This design comes from an exercise in tuning for small area, a short achievable clock period and few clock cycles per item on the open sky130 flow, not from production work.
Where RTL was checked, it was by simulation tests only, not by an equivalence proof against the original.
Power is estimated from default activity; no workload was simulated.

==> inputs of v33 <==
==> flow/design.v (excerpt) <==
module fft4 #(
    parameter int WIDTH = 32
)(
    input logic clk,
    input logic rst,
    input logic start,
    output logic done,
    input logic signed [WIDTH-1:0] in0,
    input logic signed [WIDTH-1:0] in1,
    input logic signed [WIDTH-1:0] in2,
    input logic signed [WIDTH-1:0] in3,
    output logic signed [WIDTH-1:0] out0,
    output logic signed [WIDTH-1:0] out1,
    output logic signed [WIDTH-1:0] out2,
    output logic signed [WIDTH-1:0] out3
);
    logic [15:0] b2r, b2i, b3r, b3i;
    logic        u2r, u2i, u3r, u3i;
    w0_pre p2r (.b(in2[31:16]), .bm(b2r), .up(u2r));
    w0_pre p2i (.b(in2[15:0]),  .bm(b2i), .up(u2i));
    w0_pre p3r (.b(in3[31:16]), .bm(b3r), .up(u3r));
    w0_pre p3i (.b(in3[15:0]),  .bm(b3i), .up(u3i));
    logic [15:0] e0r_d, e0i_d, e1r_d, e1i_d, o0r_d, o0i_d, o1r_d, o1i_d;
    butterfly bf_er (.a(in0[31:16]), .b(b2r), .ci(u2r), .out0(e0r_d), .out1(e1r_d));
    butterfly bf_ei (.a(in0[15:0]),  .b(b2i), .ci(u2i), .out0(e0i_d), .out1(e1i_d));
    butterfly bf_or (.a(in1[31:16]), .b(b3r), .ci(u3r), .out0(o0r_d), .out1(o1r_d));
    butterfly bf_oi (.a(in1[15:0]),  .b(b3i), .ci(u3i), .out0(o0i_d), .out1(o1i_d));
    logic [15:0] m0r_d, m0i_d;
    logic        up0r_d, up0i_d;
    w0_pre p0r (.b(o0r_d), .bm(m0r_d), .up(up0r_d));
    w0_pre p0i (.b(o0i_d), .bm(m0i_d), .up(up0i_d));
    logic [15:0] e0r, e0i, m0r, m0i, o1r, o1i;
    logic [15:1] e1r_h, e1i_h;
    logic        up0r, up0i;
    always_ff @(posedge clk) begin
        if (start) begin
            e0r <= e0r_d; e0i <= e0i_d;
            e1r_h <= e1r_d[15:1]; e1i_h <= e1i_d[15:1];
            m0r <= m0r_d; m0i <= m0i_d;
            up0r <= up0r_d; up0i <= up0i_d;
            o1r <= o1r_d; o1i <= o1i_d;
        end
    end
    logic [15:0] e1r, e1i;
    assign e1r = {e1r_h, e0r[0]};
    assign e1i = {e1i_h, e0i[0]};
    always_ff @(posedge clk or posedge rst) begin
        if (rst) done <= 1'b0;
  ...
clock: 10.0 ns
lec_check: 0
abc_area: 1
cap_margin: 20
core_margin: 2
core_utilization: 60
cts_buf_list: sky130_fd_sc_hd__clkbuf_4 sky130_fd_sc_hd__clkbuf_8
gpl_routability_driven: 1
gpl_timing_driven: 1
setup_slack_margin: 5
slew_margin: 20
synth_hierarchical: 1
synth_minimum_keep_size: 0
standard.sh (not shown) runs the stock make flow with config.mk's settings and CLKGATE_MAP_FILE= SYNTH_SCRIPT=/design/flow/synth_recipe.tcl, a recipe that flattens the netlist after the stock synthesis.
==> flow/flow/run.sh <==
#!/bin/bash
# Standard layout (the standard.sh, standard synthesis), with the port
# buffers made of sky130 buf_1 cells instead of the default pick (a delay
# buffer). Every port still gets its own buffer. make's full output goes to
# standard.log; ORFS keeps each step's log under orfs/logs.
set -euo pipefail
export BUFFER_PORTS_ARGS="-buffer_cell sky130_fd_sc_hd__buf_1"
bash standard.sh > standard.log 2>&1
==> inputs of v7, as changes to v33 <==
- GPL_ROUTABILITY_DRIVEN: 1 -> 0
- PLACE_DENSITY: not set -> 0.5
==> comparison <==
- In clock skew, v33 and v7 do not differ.
- Between v7 and v33, the lower final area is in v33 (gap about 0.26%, measured against v33).
- In die area, v33 and v7 do not differ.
- Global-route usage: v7 is higher than v33 (0.35 points).
- Register-to-register slack is about the same in v33 and v7.
- Against v7, the hold slack of v33 is higher by 0.0059 ns.
- Between v33 and v7, the lower first-iteration DRC count is in v7 (gap 26%, measured against v7).
- Against v7, the fmax of v33 is smaller by about 3%.
- Worst setup slack: v7 is higher than v33 (0.14 ns).
- In combinational power, v7 and v33 hardly differ.
==> figures <==
item                                                                        v33          v7
Outcome                                        no timing/DRC/antenna violations  no timing/DRC/antenna violations
Area added between synthesis and finish                                   11.0%       11.2%
Combinational gate power                                                2.12 mW     2.13 mW
Peak clock frequency supported by timing                                207 MHz     213 MHz
Hold Worst Slack                                                       0.462 ns    0.456 ns
Wire length of the first global-routing pass                            61.5 mm     62.6 mm
CP Max Fanout                                                                10           3
Unrepaired setup endpoints after global routing                             yes          no
Mean routed wirelength per cell                                         13.1 um     13.1 um
Clock-pin transition on the worst setup and hold timing paths           0.08 ns     0.10 ns
Period utilisation layout                                                 48.3%       46.9%
Total placed instance area                                           17,400 um2  17,400 um2
Transition time of the tightest slew-check pin                          1.07 ns    0.697 ns
Filler-free cell count of the finished design                             2,918       2,923
WP buf/inv                                                                    3           2
Via count of the routed design                                           14,589      14,647
Clock distribution area overhead in the final layout                      2.22%       2.17%
Initial antenna violation count                                               1           3
Critical path capture point                                    m0r[4]$_DFFE_PP_    out3[15]
Arrival time reported for the critical path endpoint                    5.04 ns     2.69 ns
Crit path capture type                                                flip-flop  output pin
Testbench counts of v33, summed over its fixed seeds: cycles 1,600, items 1,600.
Testbench counts of v7, summed over its fixed seeds: cycles 1,600, items 1,600.


==> run X: inputs <==
==> flow/design.v <==
module w0_pre (
    input  logic [15:0] b,
    output logic [15:0] bm,
    output logic        up
);
    logic [14:0] z;    
    always_comb begin
        logic [14:0] t;
        t = {~b[13:0], 1'b1};
        for (int l = 0; l < 4; l++)
            for (int i = 14; i >= 0; i--)
                if ((i >> l) & 1) t[i] = t[i] & t[((i >> l) << l) - 1];
        z = t;
    end
    assign up = (b[15] & ~b[14]) | (b[14] & z[14]);
    assign bm = {b[15], b[14:0] ^ ({15{~b[15] & b[14]}} & z)};
endmodule
module bf_pg (
    input  logic [15:0] a,
    input  logic [15:0] b,
    output logic [15:0] p,
    output logic [15:0] g
);
    assign p = a ^ b;
    assign g = a & b;
endmodule
module add16_sum #(
    parameter bit PN = 1'b0,
    parameter int CI = 2
)(
    input  logic [15:0] a,
    input  logic [15:0] p,
    input  logic [15:0] g,
    input  logic        ci,
    output logic [15:0] s
);
    logic [15:0] pp, gg, G, P;
    logic        c;
    assign pp = PN ? ~p : p;
    assign gg = PN ? a & p : g;
    assign c  = (CI == 2) ? ci : (CI == 3) ? ~ci : CI[0];
    always_comb begin
        G = gg; P = pp;
        for (int l = 0; l < 4; l++)
            for (int i = 0; i < 16; i++)
                if ((i % (2 << l)) == (2 << l) - 1) begin
                    G[i] = G[i] | (P[i] & G[i - (1 << l)]);
                    P[i] = P[i] & P[i - (1 << l)];
                end
        for (int l = 2; l >= 0; l--)
            for (int i = 0; i < 16; i++)
                if ((i % (2 << l)) == (1 << l) - 1 && i >= (2 << l)) begin
                    G[i] = G[i] | (P[i] & G[i - (1 << l)]);
                    P[i] = P[i] & P[i - (1 << l)];
                end
    end
    assign s = pp ^ ({G[14:0], 1'b0} | ({P[14:0], 1'b1} & {16{c}}));
endmodule
module butterfly #(
    parameter bit FIXED = 1'b0
)(
    input  logic [15:0] a,
    input  logic [15:0] b,
    input  logic        ci,
    output logic [15:0] out0,
    output logic [15:0] out1
);
    logic [15:0] p, g;
    bf_pg u_pg (.a(a), .b(b), .p(p), .g(g));
    add16_sum #(.PN(1'b0), .CI(FIXED ? 0 : 2)) u_add (.a(a), .p(p), .g(g), .ci(ci), .s(out0));
    add16_sum #(.PN(1'b1), .CI(FIXED ? 1 : 3)) u_sub (.a(a), .p(p), .g(g), .ci(ci), .s(out1));
endmodule
module fft4 #(
    parameter int WIDTH = 32
)(
    input logic clk,
    input logic rst,
    input logic start,
    output logic done,
    input logic signed [WIDTH-1:0] in0,
    input logic signed [WIDTH-1:0] in1,
    input logic signed [WIDTH-1:0] in2,
    input logic signed [WIDTH-1:0] in3,
    output logic signed [WIDTH-1:0] out0,
    output logic signed [WIDTH-1:0] out1,
    output logic signed [WIDTH-1:0] out2,
    output logic signed [WIDTH-1:0] out3
);
    logic [15:0] b2r, b2i, b3r, b3i;
    logic        u2r, u2i, u3r, u3i;
    w0_pre p2r (.b(in2[31:16]), .bm(b2r), .up(u2r));
    w0_pre p2i (.b(in2[15:0]),  .bm(b2i), .up(u2i));
    w0_pre p3r (.b(in3[31:16]), .bm(b3r), .up(u3r));
    w0_pre p3i (.b(in3[15:0]),  .bm(b3i), .up(u3i));
    logic [15:0] e0r_d, e0i_d, e1r_d, e1i_d, o0r_d, o0i_d, o1r_d, o1i_d;
    butterfly bf_er (.a(in0[31:16]), .b(b2r), .ci(u2r), .out0(e0r_d), .out1(e1r_d));
    butterfly bf_ei (.a(in0[15:0]),  .b(b2i), .ci(u2i), .out0(e0i_d), .out1(e1i_d));
    butterfly bf_or (.a(in1[31:16]), .b(b3r), .ci(u3r), .out0(o0r_d), .out1(o1r_d));
    butterfly bf_oi (.a(in1[15:0]),  .b(b3i), .ci(u3i), .out0(o0i_d), .out1(o1i_d));
    logic [15:0] m0r_d, m0i_d;
    logic        up0r_d, up0i_d;
    w0_pre p0r (.b(o0r_d), .bm(m0r_d), .up(up0r_d));
    w0_pre p0i (.b(o0i_d), .bm(m0i_d), .up(up0i_d));
    logic [15:0] e0r, e0i, m0r, m0i, o1r, o1i;
    logic [15:1] e1r_h, e1i_h;
    logic        up0r, up0i;
    always_ff @(posedge clk) begin
        if (start) begin
            e0r <= e0r_d; e0i <= e0i_d;
            e1r_h <= e1r_d[15:1]; e1i_h <= e1i_d[15:1];
            m0r <= m0r_d; m0i <= m0i_d;
            up0r <= up0r_d; up0i <= up0i_d;
            o1r <= o1r_d; o1i <= o1i_d;
        end
    end
    logic [15:0] e1r, e1i;
    assign e1r = {e1r_h, e0r[0]};
    assign e1i = {e1i_h, e0i[0]};
    always_ff @(posedge clk or posedge rst) begin
        if (rst) done <= 1'b0;
        else if (start) done <= 1'b1;
    end
    butterfly bf_0r (.a(e0r), .b(m0r), .ci(up0r), .out0(out0[31:16]), .out1(out2[31:16]));
    butterfly bf_0i (.a(e0i), .b(m0i), .ci(up0i), .out0(out0[15:0]),  .out1(out2[15:0]));
    butterfly #(.FIXED(1'b1)) bf_1r (.a(e1r), .b(o1i), .ci(1'b0), .out0(out1[31:16]), .out1(out3[31:16]));
    butterfly #(.FIXED(1'b1)) bf_1i (.a(e1i), .b(o1r), .ci(1'b0), .out0(out3[15:0]),  .out1(out1[15:0]));
endmodule
==> flow/flow/run.sh <==
#!/bin/bash
# Standard layout (the standard.sh, standard synthesis), with the port
# buffers made of sky130 buf_1 cells instead of the default pick (a delay
# buffer). Every port still gets its own buffer. make's full output goes to
# standard.log; ORFS keeps each step's log under orfs/logs.
set -euo pipefail
export BUFFER_PORTS_ARGS="-buffer_cell sky130_fd_sc_hd__buf_1"
bash standard.sh > standard.log 2>&1
==> flow/standard.sh <==
#!/bin/bash
# synth_recipe.tcl (not shown) runs the flow's synth.tcl, then flattens the netlist and writes it again
# the make line also repeats each setting of config.mk as NAME=value (left out here)
make -C /OpenROAD-flow-scripts/flow DESIGN_CONFIG=/design/flow/config.mk WORK_HOME=/design/flow/orfs CLKGATE_MAP_FILE= SYNTH_SCRIPT=/design/flow/synth_recipe.tcl "${@:-finish}"
==> flow/config.mk <==
export PLATFORM = sky130hd
export DESIGN_NAME = fft4
export DESIGN_NICKNAME = fft4
export VERILOG_FILES = /design/flow/design.v
export SDC_FILE = /design/flow/constraint.sdc
export NUM_CORES = 4
export LEC_CHECK = 0
export ABC_AREA = 1
export CAP_MARGIN = 20
export CORE_MARGIN = 2
export CORE_UTILIZATION = 50
export CTS_BUF_LIST = sky130_fd_sc_hd__clkbuf_4 sky130_fd_sc_hd__clkbuf_8
export GPL_ROUTABILITY_DRIVEN = 0
export GPL_TIMING_DRIVEN = 1
export SETUP_SLACK_MARGIN = 5
export SLEW_MARGIN = 20
export SYNTH_HIERARCHICAL = 1
export SYNTH_MINIMUM_KEEP_SIZE = 0
==> flow/constraint.sdc <==
create_clock -name core_clock -period 10.0 [get_ports {clk}]
set_input_delay 2.0000 -clock core_clock [delete_from_list [all_inputs] [get_ports {clk}]]
set_output_delay 2.0000 -clock core_clock [all_outputs]
set_load 0.01 [all_outputs]
==> inputs of run H, as changes to run X <==
--- a/flow/design.v
+++ b/flow/design.v
@@ -39,3 +39,3 @@
     assign pp = PN ? ~p : p;
-    assign gg = PN ? a & p : g;
+    assign gg = PN ? a & ~g : g;
     assign c  = (CI == 2) ? ci : (CI == 3) ? ~ci : CI[0];
Settings changed: CORE_UTILIZATION 50 to 60, PLACE_DENSITY set to 0.75.
==> inputs of run Z, as changes to run X <==
==> flow/design.v, changed modules only <==
module w0_flags (
    input  logic [1:0] top,    
    input  logic       nz,
    output logic       dn,
    output logic       up
);
    assign dn = ~top[1] &  top[0] & nz;
    assign up =  top[1] & (~top[0] | ~nz);
endmodule
module w0_dec (
    input  logic [15:0] b,
    input  logic        dn,
    output logic [15:0] bm
);
    logic [13:0] z;    
    always_comb begin
        logic [13:0] t;
        t = {~b[12:0], 1'b1};
        for (int l = 0; l < 4; l++)
            for (int i = 13; i >= 0; i--)
                if ((i >> l) & 1) t[i] = t[i] & t[((i >> l) << l) - 1];
        z = t;
    end
    assign bm = {b[15:14], b[13:0] ^ ({14{dn}} & z)};
endmodule
module w0_pre (
    input  logic [15:0] b,
    output logic [15:0] bm,
    output logic        up
);
    logic dn;
    w0_flags u_f (.top(b[15:14]), .nz(|b[13:0]), .dn(dn), .up(up));
    w0_dec   u_d (.b(b), .dn(dn), .bm(bm));
endmodule
module add16 #(
    parameter bit SUB = 1'b0,
    parameter int CI  = 2
)(
    input  logic [15:0] a,
    input  logic [15:0] b,
    input  logic        ci,
    output logic [15:0] s
);
    logic [15:0] bb, p, g, G, P;
    logic        c;
    assign bb = SUB ? ~b : b;
    assign c  = (CI == 2) ? ci : (CI == 3) ? ~ci : CI[0];
    always_comb begin
        p = a ^ bb;
        g = a & bb;
        G = g; P = p;
        for (int l = 0; l < 4; l++)
            for (int i = 0; i < 16; i++)
                if ((i % (2 << l)) == (2 << l) - 1) begin
                    G[i] = G[i] | (P[i] & G[i - (1 << l)]);
                    P[i] = P[i] & P[i - (1 << l)];
                end
        for (int l = 2; l >= 0; l--)
            for (int i = 0; i < 16; i++)
                if ((i % (2 << l)) == (1 << l) - 1 && i >= (2 << l)) begin
                    G[i] = G[i] | (P[i] & G[i - (1 << l)]);
                    P[i] = P[i] & P[i - (1 << l)];
                end
    end
    assign s = p ^ ({G[14:0], 1'b0} | ({P[14:0], 1'b1} & {16{c}}));
endmodule
module butterfly (
    input  logic [15:0] a,
    input  logic [15:0] bm,
    input  logic        up,
    output logic [15:0] out0,
    output logic [15:0] out1
);
    add16 #(.SUB(1'b0), .CI(2)) u_add (.a(a), .b(bm), .ci(up),  .s(out0));
    add16 #(.SUB(1'b1), .CI(3)) u_sub (.a(a), .b(bm), .ci(up), .s(out1));
endmodule
module fft4 #(
    parameter int WIDTH = 32
)(
    input logic clk,
    input logic rst,
    input logic start,
    output logic done,
    input logic signed [WIDTH-1:0] in0,
    input logic signed [WIDTH-1:0] in1,
    input logic signed [WIDTH-1:0] in2,
    input logic signed [WIDTH-1:0] in3,
    output logic signed [WIDTH-1:0] out0,
    output logic signed [WIDTH-1:0] out1,
    output logic signed [WIDTH-1:0] out2,
    output logic signed [WIDTH-1:0] out3
);
    logic [15:0] b2r, b2i, b3r, b3i;
    logic        u2r, u2i, u3r, u3i;
    w0_pre p2r (.b(in2[31:16]), .bm(b2r), .up(u2r));
    w0_pre p2i (.b(in2[15:0]),  .bm(b2i), .up(u2i));
    w0_pre p3r (.b(in3[31:16]), .bm(b3r), .up(u3r));
    w0_pre p3i (.b(in3[15:0]),  .bm(b3i), .up(u3i));
    logic [15:0] e0r_d, e0i_d, e1r_d, e1i_d, o0r_d, o0i_d, o1r_d, o1i_d;
    butterfly bf_er (.a(in0[31:16]), .bm(b2r), .up(u2r), .out0(e0r_d), .out1(e1r_d));
    butterfly bf_ei (.a(in0[15:0]),  .bm(b2i), .up(u2i), .out0(e0i_d), .out1(e1i_d));
    butterfly bf_or (.a(in1[31:16]), .bm(b3r), .up(u3r), .out0(o0r_d), .out1(o1r_d));
    butterfly bf_oi (.a(in1[15:0]),  .bm(b3i), .up(u3i), .out0(o0i_d), .out1(o1i_d));
    logic dn0r_d, up0r_d, dn0i_d, up0i_d;
    w0_flags f0r (.top(o0r_d[15:14]), .nz(|o0r_d[13:0]), .dn(dn0r_d), .up(up0r_d));
    w0_flags f0i (.top(o0i_d[15:14]), .nz(|o0i_d[13:0]), .dn(dn0i_d), .up(up0i_d));
    logic [15:0] e0r, e0i, o0r, o0i;
    logic [15:1] e1r_h, e1i_h, o1r_h, o1i_h;
    logic        dn0r, up0r, dn0i, up0i;
    always_ff @(posedge clk) begin
        if (start) begin
            e0r <= e0r_d; e0i <= e0i_d;
            e1r_h <= e1r_d[15:1]; e1i_h <= e1i_d[15:1];
            o0r <= o0r_d; o0i <= o0i_d;
            o1r_h <= o1r_d[15:1]; o1i_h <= o1i_d[15:1];
            dn0r <= dn0r_d; up0r <= up0r_d;
            dn0i <= dn0i_d; up0i <= up0i_d;
        end
    end
    logic [15:0] e1r, e1i, o1r, o1i;
    assign e1r = {e1r_h, e0r[0]};
    assign e1i = {e1i_h, e0i[0]};
    assign o1r = {o1r_h, o0r[0]};
    assign o1i = {o1i_h, o0i[0]};
    always_ff @(posedge clk or posedge rst) begin
        if (rst) done <= 1'b0;
        else if (start) done <= 1'b1;
    end
    logic [15:0] m0r, m0i;
    w0_dec d0r (.b(o0r), .dn(dn0r), .bm(m0r));
    w0_dec d0i (.b(o0i), .dn(dn0i), .bm(m0i));
    butterfly bf_0r (.a(e0r), .bm(m0r), .up(up0r), .out0(out0[31:16]), .out1(out2[31:16]));
    butterfly bf_0i (.a(e0i), .bm(m0i), .up(up0i), .out0(out0[15:0]),  .out1(out2[15:0]));
    add16 #(.SUB(1'b0), .CI(0)) a1r (.a(e1r), .b(o1i), .ci(1'b0), .s(out1[31:16]));
    add16 #(.SUB(1'b1), .CI(1)) a3r (.a(e1r), .b(o1i), .ci(1'b0), .s(out3[31:16]));
    add16 #(.SUB(1'b1), .CI(1)) a1i (.a(e1i), .b(o1r), .ci(1'b0), .s(out1[15:0]));
    add16 #(.SUB(1'b0), .CI(0)) a3i (.a(e1i), .b(o1r), .ci(1'b0), .s(out3[15:0]));
endmodule
// module bf_pg removed
// module add16_sum removed
Settings changed: CORE_UTILIZATION 50 to 40, CTS_BUF_LIST sky130_fd_sc_hd__clkbuf_4 sky130_fd_sc_hd__clkbuf_8 to unset, CTS_CLUSTER_DIAMETER set to 300, CTS_CLUSTER_SIZE set to 40, GPL_ROUTABILITY_DRIVEN 0 to unset, GPL_TIMING_DRIVEN 1 to unset, SETUP_SLACK_MARGIN 5 to 3.
==> inputs of run M, as changes to run X <==
--- a/flow/design.v
+++ b/flow/design.v
@@ -39,3 +39,3 @@
     assign pp = PN ? ~p : p;
-    assign gg = PN ? a & p : g;
+    assign gg = PN ? a & ~g : g;
     assign c  = (CI == 2) ? ci : (CI == 3) ? ~ci : CI[0];
Settings changed: CORE_UTILIZATION 50 to 65.
==> comparison table <==
Result of the run: run Z no timing/DRC/antenna violations; run X no timing/DRC/antenna violations; run H no timing/DRC/antenna violations; run M no timing/DRC/antenna violations
Layout clock buffers: run Z 17; run X 18; run H 17; run M 17
Clock net power: run Z 661 uW; run X 481 uW; run H 530 uW; run M 497 uW
Met3 Wirelength: run Z 2.27 mm; run X 2.29 mm; run H 2.57 mm; run M 2.61 mm
Min Hold Slack: run Z 0.473 ns; run X 0.458 ns; run H 0.460 ns; run M 0.475 ns
Post-synthesis cell area: run Z 17200 sq um; run X 16000 sq um; run H 16100 sq um; run M 16100 sq um
Crit share post-route: run Z 53.5%; run X 47.8%; run H 47.8%; run M 47.6%
Overall die area: run Z 44800 sq um; run X 33500 sq um; run H 28200 sq um; run M 26100 sq um
Maximum net fanout on the critical path: run Z 5; run X 6; run H 8; run M 9
Die width: run Z 212 um; run X 183 um; run H 168 um; run M 162 um
Die span in y: run Z 212 um; run X 183 um; run H 168 um; run M 162 um
Total global routing track utilization: run Z 20.6%; run X 23.7%; run H 27.7%; run M 29.9%
Combinational group share of total power: run Z 58.8%; run X 65.2%; run H 61.8%; run M 62.6%
Starting utilization of the core area: run Z 40.3%; run X 50.7%; run H 60.5%; run M 66.3%
Shortest period the worst path allows: run Z 5.35 ns; run X 4.78 ns; run H 4.78 ns; run M 4.76 ns
Net switching share of the total power: run Z 46.5%; run X 49.9%; run H 47.9%; run M 48.4%
Maximum number of pins on one net before global-route repair: run Z 76; run X 78; run H 52; run M 71
Syn Nets: run Z 2780; run X 2482; run H 2584; run M 2584
Crit path setup slack, layout: run Z 4.65 ns; run X 5.22 ns; run H 5.22 ns; run M 5.24 ns
Largest stage delay on the critical path: run Z 0.54 ns; run X 0.57 ns; run H 0.37 ns; run M 0.42 ns
Testbench counts of run H, summed over its fixed seeds: cycles 1,600, items 1,600.
Testbench counts of run Z, summed over its fixed seeds: cycles 1,600, items 1,600.
Testbench counts of run M, summed over its fixed seeds: cycles 1,600, items 1,600.
No functional check of the RTL was part of run X.

## re-timing with driven ports
The results above use ideal ports. As a check the final layouts listed here were re-extracted and re-timed, cells and wires unchanged. Step 1 (the two cells are an assumption about what drives the block):
set clk [get_ports {clk}]
set_driving_cell -lib_cell sky130_fd_sc_hd__clkbuf_16 $clk
set_driving_cell -lib_cell sky130_fd_sc_hd__buf_2 [delete_from_list [all_inputs] $clk]
Step 2 moves the port delays by t, midway between the first and last clock arrival at a register: inputs arrive t later, outputs are due t later. That takes back most of the time a late clock gives input paths. Three values: ideal ports, drivers, drivers and shift; two values: the first two.
run | t (ns) | setup WS [ns] | worst setup path after step 2 | worst register clock-pin slew, ns
v33 | 0.499 | 5.168 / 5.194 / 4.694 | input to register | 0.08 / 0.08
v7 | 0.516 | 5.309 / 5.262 / 4.896 | input to register | 0.10 / 0.10
run X | 0.494 | 5.220 / 5.173 / 4.766 | input to register | 0.09 / 0.09
run H | 0.496 | 5.221 / 5.237 / 4.744 | input to register | 0.09 / 0.09
run Z | 0.490 | 4.647 / 4.596 / 4.471 | input to register | 0.06 / 0.06
run M | 0.502 | 5.241 / 5.260 / 4.757 | input to register | 0.09 / 0.09
After both steps setup and hold are still met in every run listed. For run M, which loses most, drivers alone change the setup slack by +0.019 ns; drivers and shift together by -0.484 ns.
